This design comes from an exercise in tuning for small area, a short achievable clock period and few clock cycles on the open sky130 flow, not from production work.
In this exercise RTL edits were held to simulation tests only and were not proved equivalent to the original.
Power figures rest on the tool's default switching activity, not on a simulated workload.

`config.mk`:
```
export PLATFORM = sky130hd
export DESIGN_NAME = job_pe
export DESIGN_NICKNAME = job_pe
export VERILOG_FILES = /design/flow/design.v
export SDC_FILE = /design/flow/constraint.sdc
export NUM_CORES = 4
export LEC_CHECK = 0
export CAP_MARGIN = 40
export CORE_MARGIN = 2
export CORE_UTILIZATION = 40
export PLACE_DENSITY = 0.6
export SLEW_MARGIN = 20
```
`constraint.sdc`:
```
create_clock -name core_clock -period 10.0 [get_ports {clk}]
set_input_delay 2.0000 -clock core_clock [delete_from_list [all_inputs] [get_ports {clk}]]
set_output_delay 2.0000 -clock core_clock [all_outputs]
set_load 0.01 [all_outputs]
```
`design.v`:
```
module priority_encoder #(parameter [31:0] W = 16)(
    input wire [W-1:0] input_vec,
    output reg output_valid,
    output reg [$clog2(W)-1:0] output_index
);
  integer i;
  always @(*) begin
    output_valid = 0;  
    output_index = 0;  
    for (i = W-1; i >= 0; i = i - 1) begin
      if (input_vec[i]) begin
        output_valid = 1;
        output_index = i[$clog2(W)-1:0];
      end
    end
  end
endmodule
module match_req_route_table (
    input wire [4*20-1:0] offset,
    output wire [4*(3 + 1)-1:0] route_map
);
    wire [20-1:0] channel_lower_bound [(3 + 1)-1:0];
    wire [20-1:0] channel_upper_bound [(3 + 1)-1:0];
    assign channel_lower_bound[0] = 0;
    assign channel_upper_bound[0] = 2 ** 12 - 768;
    assign channel_lower_bound[1] = 0;
    assign channel_upper_bound[1] = 2 ** 15 - 768;  
    assign channel_lower_bound[2] = 0;
    assign channel_upper_bound[2] = 2 ** 16 - 768;  
    assign channel_lower_bound[3] = 2 ** 16 - 768;
    assign channel_upper_bound[3] = 2 ** 20 - 1;  
    genvar i, j;
    generate
        for(i = 0; i < 4; i = i + 1) begin: ROUTE_MAP_GEN
            for(j = 0; j < (3 + 1); j = j + 1) begin: CHANNEL_GEN
                assign route_map[i*(3 + 1) + j] = 
                {offset[(i)*(20) +: (20)]} >= channel_lower_bound[j] && 
                {offset[(i)*(20) +: (20)]} < channel_upper_bound[j];
            end
        end
    endgenerate
endmodule
module lazy_summary_pipeline (
    input wire clk,
    input wire i_match_done,
    input wire [6-1:0] i_match_head_ptr,
    input wire [6-1:0] i_seq_head_ptr,
    input wire i_delim,
    input wire [4-1:0] i_match_valid,
    input wire [4*((5 + 6 - 1)+1)-1:0] i_match_len,
    input wire [4*20-1:0] i_offset,
    output wire o_summary_done,
    output wire [6-1:0] o_seq_head_ptr,
    output wire [17-1:0] o_summary_ll,
    output wire [(((5 + 6 - 1)+1))-1:0] o_summary_ml,
    output wire [20-1:0] o_summary_offset,
    output wire o_summary_delim,
    output wire o_summary_eoj,
    output wire [(((5 + 6 - 1)+1))-1:0] o_summary_overlap_len,
    output wire o_move_to_next_job,
    output wire [6-1:0] o_move_forward
);
    localparam GAIN_BITS = ((5 + 6 - 1)+1) + 2;
    reg s0_match_done_reg;
    reg [6-1:0] s0_seq_head_ptr_reg;
    reg s0_delim_reg;
    reg [4-1:0] s0_match_valid_reg;
    reg [4*(6+1)-1:0] s0_ll_reg;
    reg [4*((5 + 6 - 1)+1)-1:0] s0_match_len_reg;
    reg [4*20-1:0] s0_offset_reg;
    reg [4*$clog2(20)-1:0] s0_offset_bits_reg;
    reg [4*GAIN_BITS-1:0] s0_gain_reg;
    wire [4 * $clog2(20)-1:0] reversed_offset_bits;
    wire [4 * $clog2(20)-1:0] s0_offset_bits;
    function  automatic  [20-1:0] reverse_offset (
        input [20-1:0] offset
    );
        integer i;
        for(i = 0; i < 20; i = i + 1) begin
        reverse_offset[i] = offset[20-1-i];
        end
    endfunction
    genvar g_i;
    generate
        for(g_i = 0; g_i < 4; g_i = g_i + 1) begin: OFFSET_BITS_GEN
        /*verilator lint_off PINCONNECTEMPTY*/
        priority_encoder #(20) offset_bits_enc (
            .input_vec(reverse_offset({i_offset[(g_i)*(20) +: (20)]})),
            .output_valid(),
            .output_index({reversed_offset_bits[(g_i)*($clog2(20)) +: ($clog2(20))]})
        );
        assign {s0_offset_bits[(g_i)*($clog2(20)) +: ($clog2(20))]} = 20 - {reversed_offset_bits[(g_i)*($clog2(20)) +: ($clog2(20))]};
        end
    endgenerate
    always @(posedge clk) begin
        s0_match_done_reg <= i_match_done;
        s0_seq_head_ptr_reg <= i_seq_head_ptr;
        s0_delim_reg <= i_delim;
        s0_match_valid_reg <= i_match_valid;
        s0_match_len_reg <= i_match_len;
        s0_offset_bits_reg <= s0_offset_bits;
        s0_offset_reg <= i_offset;
        for(integer i = 0; i < 4; i = i + 1) begin
            {s0_ll_reg[(i)*(6+1) +: (6+1)]} <= {{(6+1)-$bits(i_match_head_ptr){1'b0}}, (i_match_head_ptr)} - {{(6+1)-$bits(i_seq_head_ptr){1'b0}}, (i_seq_head_ptr)} + i[6+1-1:0];
            {s0_gain_reg[(i)*(GAIN_BITS) +: (GAIN_BITS)]} <= {{(GAIN_BITS)-$bits({{i_match_len[(i)*(((5 + 6 - 1)+1)) +: (((5 + 6 - 1)+1))]}, 2'b0}){1'b0}}, ({{i_match_len[(i)*(((5 + 6 - 1)+1)) +: (((5 + 6 - 1)+1))]}, 2'b0})}
            + (GAIN_BITS)'(4 * (4 - i) + 20 + 1);  
        end
    end
    reg s1_match_done_reg;
    reg [6-1:0] s1_seq_head_ptr_reg;
    reg s1_delim_reg;
    reg [4-1:0] s1_match_valid_reg;
    reg [4*(6+1)-1:0] s1_ll_reg;
    reg [4*((5 + 6 - 1)+1)-1:0] s1_match_len_reg;
    reg [4*20-1:0] s1_offset_reg;
    reg [4*((5 + 6 - 1)+1)-1:0] s1_move_forward_reg; 
    reg [4*GAIN_BITS-1:0] s1_gain_reg;
    always @(posedge clk) begin
        s1_match_done_reg <= s0_match_done_reg;
        s1_seq_head_ptr_reg <= s0_seq_head_ptr_reg;
        s1_delim_reg <= s0_delim_reg;
        s1_match_valid_reg <= s0_match_valid_reg;
        s1_match_len_reg <= s0_match_len_reg;
        s1_offset_reg <= s0_offset_reg;
        s1_ll_reg <= s0_ll_reg;
        for(integer i = 0; i < 4; i = i + 1) begin
            {s1_gain_reg[(i)*(GAIN_BITS) +: (GAIN_BITS)]} <= s0_match_valid_reg[i] ? ({s0_gain_reg[(i)*(GAIN_BITS) +: (GAIN_BITS)]}
            - {{(GAIN_BITS)-$bits({s0_offset_bits_reg[(i)*($clog2(20)) +: ($clog2(20))]}){1'b0}}, ({s0_offset_bits_reg[(i)*($clog2(20)) +: ($clog2(20))]})}) : 0;
            {s1_move_forward_reg[(i)*(((5 + 6 - 1)+1)) +: (((5 + 6 - 1)+1))]} <= {s0_match_len_reg[(i)*(((5 + 6 - 1)+1)) +: (((5 + 6 - 1)+1))]} + 
            {{(((5 + 6 - 1)+1))-$bits({s0_ll_reg[(i)*(6+1) +: (6+1)]}){1'b0}}, ({s0_ll_reg[(i)*(6+1) +: (6+1)]})}; 
        end
    end
    localparam BEST_LAYER = $clog2(4);
    reg best_match_done_reg[BEST_LAYER-1:0];
    reg [6-1:0] best_seq_head_ptr_reg[BEST_LAYER-1:0];
    reg best_delim_reg[BEST_LAYER-1:0];
    wire [GAIN_BITS-1:0] cand_gain [4-1:0];
    genvar g_c;
    generate
        for(g_c = 0; g_c < 4; g_c = g_c + 1) begin: CAND_GEN
            assign cand_gain[g_c] = {s1_gain_reg[(g_c)*(GAIN_BITS) +: (GAIN_BITS)]};
        end
    endgenerate
    wire l0_sel_a = !(cand_gain[0] > cand_gain[1]);          
    wire l0_sel_b = !(cand_gain[2] > cand_gain[3]);          
    wire [1:0] l0_idx_a = {1'b0, l0_sel_a};
    wire [1:0] l0_idx_b = {1'b1, l0_sel_b};
    wire l1_sel = !(cand_gain[l0_idx_a] > cand_gain[l0_idx_b]);
    wire [1:0] best_idx = l1_sel ? l0_idx_b : l0_idx_a;
    reg [6+1-1:0] best_ll_q;
    reg [((5 + 6 - 1)+1)-1:0] best_match_len_q;
    reg [20-1:0] best_offset_q;
    reg [((5 + 6 - 1)+1)-1:0] best_move_forward_q;
    always @(posedge clk) begin
        best_match_done_reg[0] <= s1_match_done_reg;
        best_seq_head_ptr_reg[0] <= s1_seq_head_ptr_reg;
        best_delim_reg[0] <= s1_delim_reg;
        for(integer layer = 1; layer < BEST_LAYER; layer = layer + 1) begin
            best_match_done_reg[layer] <= best_match_done_reg[layer-1];
            best_seq_head_ptr_reg[layer] <= best_seq_head_ptr_reg[layer-1];
            best_delim_reg[layer] <= best_delim_reg[layer-1];
        end
        best_ll_q <= {s1_ll_reg[(best_idx)*(6+1) +: (6+1)]};
        best_match_len_q <= {s1_match_len_reg[(best_idx)*(((5 + 6 - 1)+1)) +: (((5 + 6 - 1)+1))]};
        best_offset_q <= {s1_offset_reg[(best_idx)*(20) +: (20)]};
        best_move_forward_q <= {s1_move_forward_reg[(best_idx)*(((5 + 6 - 1)+1)) +: (((5 + 6 - 1)+1))]};
    end
    reg s3_match_done_reg;
    reg [6-1:0] s3_seq_head_ptr_reg;
    reg [6+1-1:0] s3_ll_reg;
    reg [((5 + 6 - 1)+1)-1:0] s3_ml_reg;
    reg [20-1:0] s3_offset_reg;
    reg s3_eoj_reg;
    reg [(((5 + 6 - 1)+1))-1:0] s3_overlap_len_reg;
    reg s3_move_to_next_job_reg;
    reg [6-1:0] s3_move_forward_reg;
    reg s3_delim_reg;
    wire signed [((5 + 6 - 1)+1)+1-1:0] s3_overlap_len;
    assign s3_overlap_len = best_move_forward_q + {{(((5 + 6 - 1)+1))-$bits(best_seq_head_ptr_reg[BEST_LAYER-1]){1'b0}}, (best_seq_head_ptr_reg[BEST_LAYER-1])} - (2**6);
    always @(posedge clk) begin
        s3_match_done_reg <= best_match_done_reg[BEST_LAYER-1];
        s3_seq_head_ptr_reg <= best_seq_head_ptr_reg[BEST_LAYER-1];
        s3_delim_reg <= best_delim_reg[BEST_LAYER-1];
        if (s3_overlap_len >= 0) begin
            if(best_delim_reg[BEST_LAYER-1]) begin
                s3_ll_reg <= (2**6) - {{(6+1)-$bits(best_seq_head_ptr_reg[BEST_LAYER-1]){1'b0}}, (best_seq_head_ptr_reg[BEST_LAYER-1])};
                s3_ml_reg <= '0;
                s3_offset_reg <= '0;
                s3_eoj_reg <= 1'b1;
                s3_overlap_len_reg <= '0;
                s3_move_to_next_job_reg <= 1'b1;
                s3_move_forward_reg <= '0;
            end else begin
                s3_ll_reg <= best_ll_q;
                s3_ml_reg <= best_match_len_q;  
                s3_offset_reg <= best_offset_q;  
                s3_eoj_reg <= 1'b1;
                s3_overlap_len_reg <= s3_overlap_len[(((5 + 6 - 1)+1))-1:0];
                s3_move_to_next_job_reg <= 1'b1;
                s3_move_forward_reg <= '0;
            end
        end else begin
            s3_ll_reg <= best_ll_q;  
            s3_ml_reg <= best_match_len_q;  
            s3_offset_reg <= best_offset_q;  
            s3_eoj_reg <= 1'b0;
            s3_overlap_len_reg <= '0;
            s3_move_to_next_job_reg <= 1'b0;
            s3_move_forward_reg <= best_move_forward_q[6-1:0];  
        end
    end
    assign o_summary_done = s3_match_done_reg;
    assign o_seq_head_ptr = s3_seq_head_ptr_reg;
    assign o_summary_ll = {{(17)-$bits(s3_ll_reg){1'b0}}, (s3_ll_reg)};
    assign o_summary_ml = s3_ml_reg;
    assign o_summary_offset = s3_offset_reg;
    assign o_summary_delim = s3_delim_reg;
    assign o_summary_eoj = s3_eoj_reg;
    assign o_summary_overlap_len = s3_overlap_len_reg;
    assign o_move_to_next_job = s3_move_to_next_job_reg;
    assign o_move_forward = s3_move_forward_reg;
endmodule
module job_pe #(parameter JOB_PE_IDX = 0) (
    input wire clk,
    input wire rst_n,
    input wire hash_batch_valid,
    input wire [23-1:0] hash_batch_head_addr,
    input wire [(2**4)-1:0] hash_batch_history_valid,
    input wire [(2**4)*23-1:0] hash_batch_history_addr,
    input wire [(2**4)*($clog2(13)+1)-1:0] hash_batch_meta_match_len,
    input wire [(2**4)-1:0] hash_batch_meta_match_can_ext,
    input wire hash_batch_delim,
    output wire hash_batch_ready,
    output reg seq_valid,
    output reg [17-1:0] seq_ll,
    output reg [(((5 + 6 - 1)+1))-1:0] seq_ml,
    output reg [20-1:0] seq_offset,
    output reg seq_eoj,
    output reg [(((5 + 6 - 1)+1))-1:0] seq_overlap_len,
    output reg seq_delim,
    input wire seq_ready,
    output wire match_req_group_valid,
    output wire [4*23-1:0] match_req_group_head_addr,
    output reg [4*23-1:0] match_req_group_history_addr,
    output reg [4*(3 + 1)-1:0] match_req_group_router_map,
    output reg [4-1:0] match_req_group_strb,
    input wire match_req_group_ready,
    input wire match_resp_group_valid,
    output wire match_resp_group_ready,
    input wire [4*((5 + 6 - 1)+1)-1:0] match_resp_group_match_len
);
  localparam LAZY_GAIN_BITS = ((5 + 6 - 1)+1) + 3;
  reg [23-1:0] job_head_addr_reg;
  reg job_delim_reg;
  reg [(2**6)-1:0] job_tbl_history_valid_reg;
  reg [(2**6)*23-1:0] job_tbl_history_addr_reg;
  reg [(2**6)*($clog2(13)+1)-1:0] job_tbl_meta_match_len_reg;
  reg [(2**6)-1:0] job_tbl_meta_match_can_ext_reg;
  reg [(2**6)*20-1:0] job_tbl_offset_reg;  
  localparam S_LOAD = 3'b001;
  localparam S_SEEK_MATCH_HEAD = 3'b010;
  localparam S_LAZY_MATCH_REQ = 3'b011;
  localparam S_LAZY_MATCH_RESP = 3'b100;
  localparam S_LAZY_SUMMARY = 3'b101;
  localparam S_LIT_TAIL = 3'b110;
  reg [2:0] state_reg;
  localparam LOAD_COUNT_LOG2 = 6 - 4;
  localparam MAX_LOAD_COUNT = 2 ** LOAD_COUNT_LOG2;
  reg [LOAD_COUNT_LOG2+1-1:0] load_counter_reg;
  wire [(2**4)*20-1:0] hash_batch_offset;
  wire [(2**4)*23-1:0] hash_batch_history_addr_meta_bias;
  genvar g_i;
  generate
    for(g_i = 0; g_i < (2**4); g_i = g_i + 1) begin: HASH_BATCH_OFFSET_GEN
      assign {hash_batch_offset[(g_i)*(20) +: (20)]} = hash_batch_history_valid[g_i] ? 
      20'(hash_batch_head_addr + g_i[23-1:0] - {hash_batch_history_addr[(g_i)*(23) +: (23)]}) : '0;  
      assign {hash_batch_history_addr_meta_bias[(g_i)*(23) +: (23)]} = {hash_batch_history_addr[(g_i)*(23) +: (23)]} + 13;
    end
  endgenerate
  assign hash_batch_ready = (state_reg == S_LOAD);
  always @(posedge clk) begin
    if (!rst_n) begin
      load_counter_reg <= '0;
    end else begin
      if ((state_reg == S_LOAD)) begin
        if(hash_batch_valid) begin
          if (load_counter_reg == 0) begin
            job_head_addr_reg <= hash_batch_head_addr;
          end else if (load_counter_reg == (MAX_LOAD_COUNT[LOAD_COUNT_LOG2+1-1:0] - 1)) begin
            job_delim_reg <= hash_batch_delim;
          end
          for (integer i = 0; i < MAX_LOAD_COUNT; i = i + 1) begin
            if (i[LOAD_COUNT_LOG2+1-1:0] == load_counter_reg) begin
              job_tbl_history_valid_reg[i * (2**4) +: (2**4)] <= hash_batch_history_valid;
              job_tbl_history_addr_reg[i * 23 * (2**4) +: 23 * (2**4)] <= hash_batch_history_addr_meta_bias;
              job_tbl_meta_match_len_reg[i * ($clog2(13)+1) * (2**4) +: ($clog2(13)+1) * (2**4)] <= hash_batch_meta_match_len;
              job_tbl_meta_match_can_ext_reg[i * (2**4) +: (2**4)] <= hash_batch_meta_match_can_ext;
              job_tbl_offset_reg[i * 20 * (2**4) +: 20 * (2**4)] <= hash_batch_offset;
            end
          end
          load_counter_reg <= load_counter_reg + 1;
        end
      end else begin
        load_counter_reg <= '0;
      end
    end
  end
  reg [6-1:0] seq_head_ptr_reg;
  reg [6-1:0] match_head_ptr_reg;
  reg [6+1-1:0] match_head_ptr_plus_reg[4-1:0];
  wire [6-1:0] match_head_ptr_plus_idx[4-1:0];
  generate
    for(g_i = 0; g_i < 4; g_i = g_i + 1) begin: MATCH_HEAD_PTR_PLUS_IDX_GEN
      assign match_head_ptr_plus_idx[g_i] = (6)'(match_head_ptr_plus_reg[g_i]);
    end
  endgenerate
  wire lazy_summary_done, lazy_summary_seq_eoj, lazy_summary_overlap_len, lazy_summary_seq_delim, move_to_next_job;
  wire [6-1:0] move_forward;
  wire [17-1:0] lazy_summary_seq_ll;
  wire [(((5 + 6 - 1)+1))-1:0] lazy_summary_seq_ml;
  wire [20-1:0] lazy_summary_seq_offset;
  wire [(((5 + 6 - 1)+1))-1:0] lazy_summary_seq_overlap_len;
  wire [6-1:0] lazy_summary_seq_head_ptr;
  always @(posedge clk) begin
    if (state_reg == S_LOAD) begin
      seq_head_ptr_reg   <= 0;
      match_head_ptr_reg <= 0;
      for(integer i = 0; i < 4; i = i + 1) begin
        match_head_ptr_plus_reg[i] <= (6+1)'(i);
      end
    end else if (state_reg == S_SEEK_MATCH_HEAD) begin
      if((match_head_ptr_reg < (2**6) - 8) && (job_tbl_history_valid_reg[match_head_ptr_reg +: 8] == 8'h00)) begin
        match_head_ptr_reg <= match_head_ptr_reg + 8;
        for(integer i = 0; i < 4; i = i + 1) begin
          match_head_ptr_plus_reg[i] <= match_head_ptr_plus_reg[i] + 8;
        end
      end else if ((match_head_ptr_reg < (2**6) - 4) && (job_tbl_history_valid_reg[match_head_ptr_reg +: 4] == 4'h0)) begin
        match_head_ptr_reg <= match_head_ptr_reg + 4;
        for(integer i = 0; i < 4; i = i + 1) begin
          match_head_ptr_plus_reg[i] <= match_head_ptr_plus_reg[i] + 4;
        end
      end else if ((match_head_ptr_reg < (2**6) - 1) && (job_tbl_history_valid_reg[match_head_ptr_reg] == 1'b0)) begin
        match_head_ptr_reg <= match_head_ptr_reg + 1;
        for(integer i = 0; i < 4; i = i + 1) begin
          match_head_ptr_plus_reg[i] <= match_head_ptr_plus_reg[i] + 1;
        end
      end
    end else if (state_reg == S_LAZY_SUMMARY) begin
      if (seq_valid && seq_ready) begin
        seq_head_ptr_reg <= seq_head_ptr_reg + move_forward;
        match_head_ptr_reg <= seq_head_ptr_reg + move_forward;
        for(integer i = 0; i < 4; i = i + 1) begin
          match_head_ptr_plus_reg[i] <= seq_head_ptr_reg + (6+1)'(i) + move_forward;
        end
      end
    end
  end
  reg [17-1:0] lit_tail_seq_ll_reg;
  always @(posedge clk) begin
    lit_tail_seq_ll_reg <= {{(17)-$bits((match_head_ptr_reg - seq_head_ptr_reg)){1'b0}}, ((match_head_ptr_reg - seq_head_ptr_reg))} + 1;
  end
  reg [4-1:0] lazy_tbl_valid_reg;
  reg [4-1:0] lazy_tbl_pending_reg;
  reg [4*6-1:0] lazy_tbl_idx_reg;
  reg [4*23-1:0] lazy_tbl_head_addr_reg;
  reg [4*23-1:0] lazy_tbl_history_addr_reg;
  reg [4*((5 + 6 - 1)+1)-1:0] lazy_tbl_match_len_reg;
  reg [4*20-1:0] lazy_tbl_offset_reg;
  always @(posedge clk) begin
    if(state_reg == S_SEEK_MATCH_HEAD && job_tbl_history_valid_reg[match_head_ptr_reg]) begin
      for(integer i = 0; i < 4; i = i + 1) begin
        if(match_head_ptr_plus_reg[i] < (2**6)) begin
          lazy_tbl_valid_reg[i] <= job_tbl_history_valid_reg[match_head_ptr_plus_idx[i]];
          if(i == 0) begin
            lazy_tbl_pending_reg[i] <= job_tbl_history_valid_reg[match_head_ptr_plus_idx[i]] && job_tbl_meta_match_can_ext_reg[match_head_ptr_plus_idx[i]];
          end else begin
            lazy_tbl_pending_reg[i] <= job_tbl_history_valid_reg[match_head_ptr_plus_idx[i]] 
            && job_tbl_meta_match_can_ext_reg[match_head_ptr_plus_idx[i]]
            && ({job_tbl_offset_reg[(match_head_ptr_plus_idx[i])*(20) +: (20)]} != {job_tbl_offset_reg[(match_head_ptr_plus_idx[i-1])*(20) +: (20)]});
          end
          {lazy_tbl_idx_reg[(i)*(6) +: (6)]} <= match_head_ptr_plus_idx[i];
          {lazy_tbl_head_addr_reg[(i)*(23) +: (23)]} <= job_head_addr_reg + {{(23)-$bits(match_head_ptr_plus_idx[i]){1'b0}}, (match_head_ptr_plus_idx[i])} + 13;
          {lazy_tbl_history_addr_reg[(i)*(23) +: (23)]} <= {job_tbl_history_addr_reg[(match_head_ptr_plus_idx[i])*(23) +: (23)]};
          {lazy_tbl_offset_reg[(i)*(20) +: (20)]} <= {job_tbl_offset_reg[(match_head_ptr_plus_idx[i])*(20) +: (20)]};
          {lazy_tbl_match_len_reg[(i)*(((5 + 6 - 1)+1)) +: (((5 + 6 - 1)+1))]} <= {{(((5 + 6 - 1)+1))-$bits({job_tbl_meta_match_len_reg[(match_head_ptr_plus_idx[i])*(($clog2(13)+1)) +: (($clog2(13)+1))]}){1'b0}}, ({job_tbl_meta_match_len_reg[(match_head_ptr_plus_idx[i])*(($clog2(13)+1)) +: (($clog2(13)+1))]})};
        end else begin
          lazy_tbl_valid_reg[i] <= 1'b0;
          lazy_tbl_pending_reg[i] <= 1'b0;
          {lazy_tbl_match_len_reg[(i)*(((5 + 6 - 1)+1)) +: (((5 + 6 - 1)+1))]} <= '0;
        end
      end
    end else if (state_reg == S_LAZY_MATCH_RESP && match_resp_group_valid) begin
      for(integer i = 0; i < 4; i = i + 1) begin
        if(lazy_tbl_pending_reg[i]) begin
          {lazy_tbl_match_len_reg[(i)*(((5 + 6 - 1)+1)) +: (((5 + 6 - 1)+1))]} <= {lazy_tbl_match_len_reg[(i)*(((5 + 6 - 1)+1)) +: (((5 + 6 - 1)+1))]} + {match_resp_group_match_len[(i)*(((5 + 6 - 1)+1)) +: (((5 + 6 - 1)+1))]};
        end
      end
    end
  end
  assign match_req_group_valid = (state_reg == S_LAZY_MATCH_REQ) && (|lazy_tbl_pending_reg);
  assign match_req_group_head_addr = lazy_tbl_head_addr_reg;
  assign match_req_group_history_addr = lazy_tbl_history_addr_reg;
  assign match_req_group_strb = lazy_tbl_pending_reg;
  match_req_route_table mrrt(
    .offset(lazy_tbl_offset_reg),
    .route_map(match_req_group_router_map)
  );
  assign match_resp_group_ready = state_reg == S_LAZY_MATCH_RESP;
  lazy_summary_pipeline lsp_inst(
    .clk(clk),
    .i_match_done((state_reg == S_LAZY_MATCH_REQ & (&(~lazy_tbl_pending_reg))) | state_reg == S_LAZY_SUMMARY ),
    .i_match_head_ptr(match_head_ptr_reg),
    .i_seq_head_ptr(seq_head_ptr_reg),
    .i_delim(job_delim_reg),
    .i_match_valid(lazy_tbl_valid_reg),
    .i_match_len(lazy_tbl_match_len_reg),
    .i_offset(lazy_tbl_offset_reg),
    .o_summary_done(lazy_summary_done),
    .o_seq_head_ptr(lazy_summary_seq_head_ptr),
    .o_summary_ll(lazy_summary_seq_ll),
    .o_summary_ml(lazy_summary_seq_ml),
    .o_summary_offset(lazy_summary_seq_offset),
    .o_summary_eoj(lazy_summary_seq_eoj),
    .o_summary_overlap_len(lazy_summary_seq_overlap_len),
    .o_summary_delim(lazy_summary_seq_delim),
    .o_move_to_next_job(move_to_next_job),
    .o_move_forward(move_forward)
  );
  always @(*) begin
    case(state_reg)
      S_LAZY_SUMMARY: begin
        seq_valid = lazy_summary_done && (lazy_summary_seq_head_ptr == seq_head_ptr_reg);
        seq_ll = lazy_summary_seq_ll;
        seq_ml = lazy_summary_seq_ml;
        seq_offset = lazy_summary_seq_offset;
        seq_eoj = lazy_summary_seq_eoj;
        seq_overlap_len = lazy_summary_seq_overlap_len;
        seq_delim = lazy_summary_seq_delim;
      end
      S_LIT_TAIL: begin
        seq_valid = 1'b1;
        seq_ll = lit_tail_seq_ll_reg;
        seq_ml = '0;
        seq_offset = '0;
        seq_eoj = 1'b1;
        seq_overlap_len = '0;
        seq_delim = job_delim_reg;
      end
      default:begin
        seq_valid = 1'b0;
        seq_ll = '0;
        seq_ml = '0;
        seq_offset = '0;
        seq_eoj = 1'b0;
        seq_overlap_len = '0;
        seq_delim = 1'b0;
      end
    endcase
  end
  always @(posedge clk) begin
    if (!rst_n) begin
      state_reg <= S_LOAD;
    end else begin
      case (state_reg)
        S_LOAD: begin
          if(hash_batch_valid && (load_counter_reg == (MAX_LOAD_COUNT[LOAD_COUNT_LOG2+1-1:0]-1))) begin
            state_reg <= S_SEEK_MATCH_HEAD;
          end
        end
        S_SEEK_MATCH_HEAD: begin
          if (job_tbl_history_valid_reg[match_head_ptr_reg]) begin
            state_reg <= S_LAZY_MATCH_REQ;
          end else if (match_head_ptr_reg == (2**6) - 1) begin
            state_reg <= S_LIT_TAIL;
          end
        end
        S_LAZY_MATCH_REQ: begin
          if (((|lazy_tbl_pending_reg) && match_req_group_ready)) begin
            state_reg <= S_LAZY_MATCH_RESP;
          end else if (~(|lazy_tbl_pending_reg)) begin
            state_reg <= S_LAZY_SUMMARY;
          end
        end
        S_LAZY_MATCH_RESP: begin
          if (match_resp_group_valid) begin
            state_reg <= S_LAZY_SUMMARY;
          end
        end
        S_LAZY_SUMMARY: begin
          if (seq_valid && seq_ready) begin
            if(move_to_next_job) begin
              state_reg <= S_LOAD;
            end else begin
              state_reg <= S_SEEK_MATCH_HEAD;
            end
          end
        end
        S_LIT_TAIL: begin
          if (seq_valid && seq_ready) begin
            state_reg <= S_LOAD;
          end
        end
        default: begin
          state_reg <= S_LOAD;
        end
      endcase
    end
  end
endmodule
```
`run.sh`:
```
#!/bin/bash
# synth_recipe.tcl (not shown) runs the flow's synth.tcl, then flattens the netlist and writes it again
# the make line also repeats each setting of config.mk as NAME=value (left out here)
make -C /OpenROAD-flow-scripts/flow DESIGN_CONFIG=/design/flow/config.mk WORK_HOME=/design/flow/orfs CLKGATE_MAP_FILE= SYNTH_SCRIPT=/design/flow/synth_recipe.tcl finish
```
==> impl_metrics.tcl <==
set metrics [dict create \
    syn_area_per_cell_um2 15.8 \
    ios 823 \
    start_util_pct 40.2 \
    drt_wl_total_um 1220000 \
    cts.clk_slew.worst_paths_ns 0.06 \
    vias 190000 \
    fp.dieH_um 815 \
    finalHoldViolCount 0 \
    die_x_um 815 \
    vias_per_cell 7.07 \
    synth_top_area_share_pct 40.4 \
    critPathKind "input port to register" \
    ys_ff_latch 4192 \
    coreArea_um2 655000 \
    drcViolationCount 0 \
    critical_path.max_fanout 11 \
    drtPass1Iterations 6 \
    fin_crit_sh_pct 72.7 \
    hpwlAfterDp_um 916000 \
    ctsResizeCount 0 \
    h-tree-depth 5 \
    grt_overflow_total 0 \
    crit_required_ns 10.82 \
    clk_latency_ns 1.16 \
    p_leak_nw 102 \
    fin_skew_ns 0.137 \
    synthCells 16600 \
    yosysSeqAreaShare_pct 45.3 \
    fmax_ghz 0.137 \
    grt.total_usage_pct 35.7 \
    netlist_area_um2 263000 \
    yosysWarnings 10 \
    cts_hold_buf 0 \
    root_buffer "clkbuf_16" \
    area.growth.synth_to_final_pct 14.9 \
    relSlewSlack_pct 26.9 \
    synth_edf_count 3540 \
    port_buffers 812 \
    design_area_um2 302000 \
    setup_viol 0 \
    place_congestion 1.03 \
    endpoint_kind "register" \
    ant_nets 0 \
    arrival_ns 8.10 \
    largest_reg_flops 1472 \
    drive_gt1_share_pct 31.5 \
    power.total_mw 52.7 \
    synth_top_cell_by_area "edfxtp_1" \
    cts_tree "yes" \
    post_cts_buffers 0 \
    finalMaxSlewViolations 0 \
    status "no timing/DRC/antenna violations" \
    cp-start-kind "input port" \
    dieArea_um2 665000 \
    row_count 297 \
    synth_ff_type "edfxtp_1" \
    grt_pass1_wl_um 1610000 \
    antenna_found_initial 246 \
    yosys-top-cells-area "edfxtp_1, mux4_2, dfxtp_1" \
    synth.distinct_cells 102 \
    wl_per_cell_um 45.4 \
    min_period_ns 7.27 \
    nets 19000 \
    clk_path_buf_depth 4 \
    synthArstFlopShare_pct 0 \
    hp-class "register to register" \
    worstMarginPinSlew_ns 1.10 \
    cts-buffers-inserted 460 \
    place_area_um2 285000 \
    power_density_nw_per_um2 174 \
    cts.sinks 4192 \
    peakVddDrop_uv 170 \
    rsz0062_at_grt "no" \
    drt_iter0_drc 32900 \
    grt_pass1_vias 176000 \
    grt_max_degree 129 \
    cap_violations 0 \
]
-- cells in the mapped netlist (all sizes together) (81+ instances only) --
cell type and instances:
mux4 3810, xor2 211, a211oi 111, edfxtp 3540, ha 816, inv 686, nor3 262, nand3 226
o22ai 82, xnor2 647, nand2 648, a22o 81, dfxtp 652, a22oi 167, a31oi 88, buf 649
nand4 99, a221oi 99, o21ai 320, a21o 90, nand2b 91, nor2b 149, clkbuf 536, and2 339
mux2i 401, nor2 577, a21oi 409, and3 92
-- metal layers --
| metal | routed length [um] | global-route usage [%] |
|---|---|---|
| met5 | 730 | 0.0783 |
| met1 | 426000 | 45.7 |
| met4 | 102000 | 24.4 |
| met3 | 200000 | 16.4 |
| met2 | 492000 | 48.0 |
-- layout make-up --
cell class,instances,area [um2]
Timing Repair Buffer,1671,16800
Antenna cell,188,470
Clock inverter,330,3860
Sequential cell,4192,119000
Clock buffer,544,12200
Multi-Input combinational cell,10600,136000
Fill cell,56800,352000
Inverter,693,2640
Tap cell,8671,10800
-- final timing paths --
check / start / slack, ns / endpoint / cells after the start
setup / recovery: hash_batch_head_addr[1] / 2.73 / job_tbl_offset_reg[439] / 18
hold reg to reg: lsp_inst.s0_ll_reg[26] / 0.30 / lsp_inst.s1_ll_reg[26] / 0
setup reg to reg: match_head_ptr_plus_reg[3][0] / 4.31 / lazy_tbl_pending_reg[3] / 11
hold / removal: lsp_inst.s0_ll_reg[26] / 0.30 / lsp_inst.s1_ll_reg[26] / 0
-- metrics by stage --
step | setup slack (ns) | util [%] | instances | hold WS [ns] | setup TNS [ns]
CTS | 2.98 | 46.0 | 26600 | 0.306 | 0
floorplan | -4.28 | - | 16700 | 0.310 | -7586.73
global route | 2.80 | 46.1 | 26700 | 0.307 | 0
finish | 2.73 | 46.2 | 26900 | 0.302 | 0
global placement | 1.86 | 43.1 | 25500 | 0.310 | 0
detailed placement | 1.85 | 43.5 | 25700 | 0.312 | 0
-- report_power, final --
group          internal (mW)  leakage, nW  switching (mW)  total [mW]
Sequential              20.7         37.6            1.11        21.8
Clock                   10.4         7.79            7.91        18.3
Combinational           4.95         56.9            7.60        12.5
Total                   36.1          102            16.6        52.7
-- cell families after synthesis --
logic type	Yosys count	synth area share (%)
XOR/XNOR	858	2.86
other	1	0.00142
AND/OR/NAND/NOR	2735	5.18
flip-flops	4192	45.3
buffers and inverters	1880	3.28
AO/OA/AOI/OAI	1881	4.83
adder cells (fa/ha/maj)	857	4.19
multiplexers	4238	34.3
-- layout by cell type, fill, tap and decap left out, types with 88 or more instances in the layout --
cell             instances
inv_1                  678
a21o_1                  90
ha_1                   816
buf_12                  88
diode_2                188
a21oi_1                407
dfxtp_1                626
mux2i_1                401
xor2_1                 209
a22oi_1                167
a211oi_1               106
o21ai_0                312
nor3_1                 251
nand3_1                224
nand4_1                 99
and3_1                  92
clkbuf_16              475
nand2_1                642
nor2_1                 546
clkdlybuf4s50_1        783
xnor2_1                601
buf_4                  612
a221oi_1                99
edfxtp_1              3540
nor2b_1                129
nand2b_1                89
and2_1                 329
mux4_2                3764
-- critical path, cell delays in order --
cell	delay [ns]
clkdlybuf4s50_1	0.45
buf_4	0.42
inv_1	0.39
buf_8	0.26
ha_1	0.29
inv_1	0.04
ha_1	0.21
fa_1	0.47
a21o_1	0.19
a21o_1	0.20
a21oi_1	0.22
o21ai_0	0.35
a41oi_1	0.84
o21ai_0	0.29
o41ai_1	0.73
o21ai_0	0.26
xnor2_1	0.21
and2_1	0.22

==> port drivers added, routing unchanged <==
The results above use ideal ports. As a check the final layout listed here was re-extracted and re-timed, cells and wires unchanged. Step 1 assumes that a clkbuf_16 drives the clock port and a buf_2 every other input. Step 2, shift: input delay + t, output delay - t, t = (earliest + latest rising clock arrival at the registers) / 2. This alone moves slack from input paths to output paths. Slacks: ideal / step 1 / step 2; pairs: ideal / step 1.
t (ns): 1.252
setup WS [ns]: 2.725 / 2.858 / 1.607
pins driven straight from the clock port: 1
After both steps this run still meets setup and hold. For this run, drivers alone change the setup slack by +0.133 ns; drivers and shift together by -1.118 ns.
